Background: an optimization exercise with open tools, aiming at small area, a short achievable clock period and few clock cycles per item. Do not read the settings as production practice.
At most, simulation tests tie the RTL to the original design; equivalence was not proved.

Design ntt256, start of the top module:
module ntt256 (
    input  wire        clk,
    input  wire        rst_n,
    input  wire        start,
    output wire        done,
    output wire [7:0]  ram_addr_a,
    output wire        ram_we_a,
    output wire [23:0] ram_wdata_a,
    input  wire [23:0] ram_rdata_a,
    output wire [7:0]  ram_addr_b,
    output wire        ram_we_b,
    output wire [23:0] ram_wdata_b,
    input  wire [23:0] ram_rdata_b
);
    ntt_core #( .WIDTH(24) ) u_ntt (
        .clk(clk), .rst_n(rst_n), .start(start), .done(done),
        .ram_addr_a(ram_addr_a), .ram_we_a(ram_we_a), .ram_wdata_a(ram_wdata_a), .ram_rdata_a(ram_rdata_a),
        .ram_addr_b(ram_addr_b), .ram_we_b(ram_we_b), .ram_wdata_b(ram_wdata_b), .ram_rdata_b(ram_rdata_b)
    );
endmodule
Size in the first run: about 120 I/O pins.
export LEC_CHECK = 0
export CAP_MARGIN = 20
export CORE_MARGIN = 2
export CORE_UTILIZATION = 40
export SETUP_SLACK_MARGIN = 5
export SLEW_MARGIN = 20
export SYNTH_MEMORY_MAX_BITS = 8192
create_clock -name core_clock -period 10.0 [get_ports {clk}]
standard.sh (not shown) runs the stock make flow with config.mk's settings and CLKGATE_MAP_FILE= SYNTH_SCRIPT=/design/flow/synth_recipe.tcl, a recipe that flattens the netlist after the stock synthesis.
==> flow/flow/run.sh <==
#!/bin/bash
# Standard layout (the standard.sh), with timing repair aiming for 7 ns of setup slack.
set -euo pipefail
bash standard.sh SETUP_SLACK_MARGIN=7 finish > standard_flow.log 2>&1
The starting point ran to the end with no violations.
Testbench counts at the start, summed over its fixed seeds: cycles 18,720, ntts 18.
Rerun with:
==> flow/flow/run.sh (replaced) <==
#!/bin/bash
# Standard layout (the standard.sh), with timing repair aiming for 6 ns of setup slack.
set -euo pipefail
bash standard.sh SETUP_SLACK_MARGIN=6 finish > standard_flow.log 2>&1
- The new run produced a clean layout
- worst setup slack is worse by 220 ps
- global-route usage falls by 1.8 points
- area after synthesis does not change
- cell count falls by about 5.4%
- maximum frequency falls by about 5.3%
- design area falls by about 15%
- die area stays the same
- non-clock buffer count falls by 360
Rerun with:
==> flow/run.sh (new file) <==
#!/bin/bash
# synth_recipe.tcl (not shown) runs the flow's synth.tcl, then flattens the netlist and writes it again
# the make line also repeats each setting of config.mk as NAME=value (left out here)
make -C /OpenROAD-flow-scripts/flow DESIGN_CONFIG=/design/flow/config.mk WORK_HOME=/design/flow/orfs CLKGATE_MAP_FILE= SYNTH_SCRIPT=/design/flow/synth_recipe.tcl finish
removed: flow/flow/run.sh
removed: flow/standard.sh
=> Worst hold slack improved by 21 ps. Via count decreases by about 1.8%. Routed wire length shrinks by 3.8%. First-iteration DRC count shrinks by about 3.4%. Count of clock-buffer cells in the layout is higher by 14. Die area is unchanged. Setup slack got worse by 880 ps. Synthesized cell count does not change.

* * *

## trial 56
ntt256, a different RTL version from the one above (not shown whole).
For scale: roughly 5800 cells after synthesis, ~490 flip-flops, ~120 I/O pins, ~44000 µm² of cells after synthesis.
==> flow/config.mk <==
export PLATFORM = sky130hd
export DESIGN_NAME = ntt256
export DESIGN_NICKNAME = ntt256
export VERILOG_FILES = /design/flow/design.v
export SDC_FILE = /design/flow/constraint.sdc
export NUM_CORES = 4
export LEC_CHECK = 0
export ABC_AREA = 1
export CAP_MARGIN = 20
export CORE_MARGIN = 2
export CORE_UTILIZATION = 40
export SLEW_MARGIN = 20
export SYNTH_MEMORY_MAX_BITS = 8192
==> flow/constraint.sdc <==
create_clock -name core_clock -period 10.0 [get_ports {clk}]
set_input_delay 2.0000 -clock core_clock [delete_from_list [all_inputs] [get_ports {clk}]]
set_output_delay 2.0000 -clock core_clock [all_outputs]
set_load 0.01 [all_outputs]
==> flow/flow/run.sh <==
#!/bin/bash
# Standard layout (the standard.sh), with timing repair aiming for 6.0 ns of setup slack.
set -euo pipefail
bash standard.sh SETUP_SLACK_MARGIN=6.0 finish > standard_flow.log 2>&1
Testbench counts of trial 56, summed over its fixed seeds: cycles 18,702, ntts 18.
Setup changes, trial 56 to trial 68
==> flow/flow/run.sh <==
#!/bin/bash
# Standard layout (the standard.sh), with timing repair aiming for 6.5 ns of setup slack.
set -euo pipefail
bash standard.sh SETUP_SLACK_MARGIN=6.5 finish > standard_flow.log 2>&1
==> run notes <==
Trial 68 against trial 56: met3 demand-to-capacity share in global routing moved up, per-cell via count in the routed design rose by 0.068, fraction of standard cell area in multi-input logic down 1.2 points, latest clock arrival within the worst-skew pair has remained practically unchanged.
Trial 68 against trial 56: first-pass GRT wire length higher; number of H-tree levels held steady; setup slack increased 0.38 ns; post-synthesis share of cell area spent on xor and xnor gates saw little to no change.

* * *

== zinc ==
ntt256, a different RTL version from the one above (not shown whole).
For scale: about 120 I/O pins, about 44000 sq um of cells after synthesis.
Settings: LEC_CHECK=0, ABC_AREA=1, CAP_MARGIN=20, CORE_MARGIN=2, CORE_UTILIZATION=40, SLEW_MARGIN=20, SYNTH_MEMORY_MAX_BITS=8192; clock period 10.0 ns.
==> flow/flow/run.sh <==
#!/bin/bash
# Standard layout (the standard.sh), with timing repair aiming for 6.8 ns of setup slack.
set -euo pipefail
bash standard.sh SETUP_SLACK_MARGIN=6.8 finish > standard_flow.log 2>&1
## Diff of input files: nickel against zinc
- a change of SLEW_MARGIN from 20 to 5
- a change of CAP_MARGIN from 20 to 5
Results
Between nickel and zinc, the setup total negative slack figures differ only marginally.
Between zinc and nickel, the difference in global routing usage summed across all routing layers is negligible.
Route | nickel vs zinc | wire shorter in nickel
For the detailed-router iteration count before antenna repair, nickel came in 2 higher than zinc did.
nickel -> zinc: count of inverters other than clock inverters in the layout flat
A launch point of the critical path of u_ntt.e[2] is what nickel shows, while u_ntt.ram_addr_b[6] belongs to zinc.
Relative to zinc, vias per cell has gone down in nickel.
Looking at met2 wire length, nickel sits about 0.34% above zinc.
No functional check of the RTL was part of any run of this note.

==> port drivers added, routing unchanged <==
Ports are ideal in the flow. The routed layouts listed here were re-timed in OpenROAD.
Step 1 (the two cells are an assumption about what drives the block):
set clk [get_ports {clk}]
set_driving_cell -lib_cell sky130_fd_sc_hd__clkbuf_16 $clk
set_driving_cell -lib_cell sky130_fd_sc_hd__buf_2 [delete_from_list [all_inputs] $clk]
Step 2 times the ports against the registers' clock, not the clock port: input delays grow and output delays shrink by t, the midpoint of the rising clock arrivals with the driver on.
a / b / c = ideal ports / drivers / drivers and shift; a / b = the first two.
run	t, ns	setup slack, ns	slew at the worst register clock pin (ns)	cell pins on the clock port's net
the first run of note 1	0.691	6.131 / 6.131 / 6.131	0.07 / 0.07	1
the second run of note 1	0.721	5.913 / 5.913 / 5.913	0.08 / 0.08	1
the third run of note 1	0.694	5.030 / 5.030 / 5.030	0.07 / 0.07	1
trial 56	0.722	5.899 / 5.899 / 5.899	0.07 / 0.07	1
trial 68	0.730	6.275 / 6.275 / 6.275	0.08 / 0.08	1
zinc	0.765	6.657 / 6.578 / 6.551	0.07 / 0.07	1
nickel	0.760	6.651 / 6.616 / 6.519	0.07 / 0.07	1
After both steps setup and hold are still met in every run listed. For nickel, which loses most, drivers alone change the setup slack by -0.035 ns; drivers and shift together by -0.132 ns.
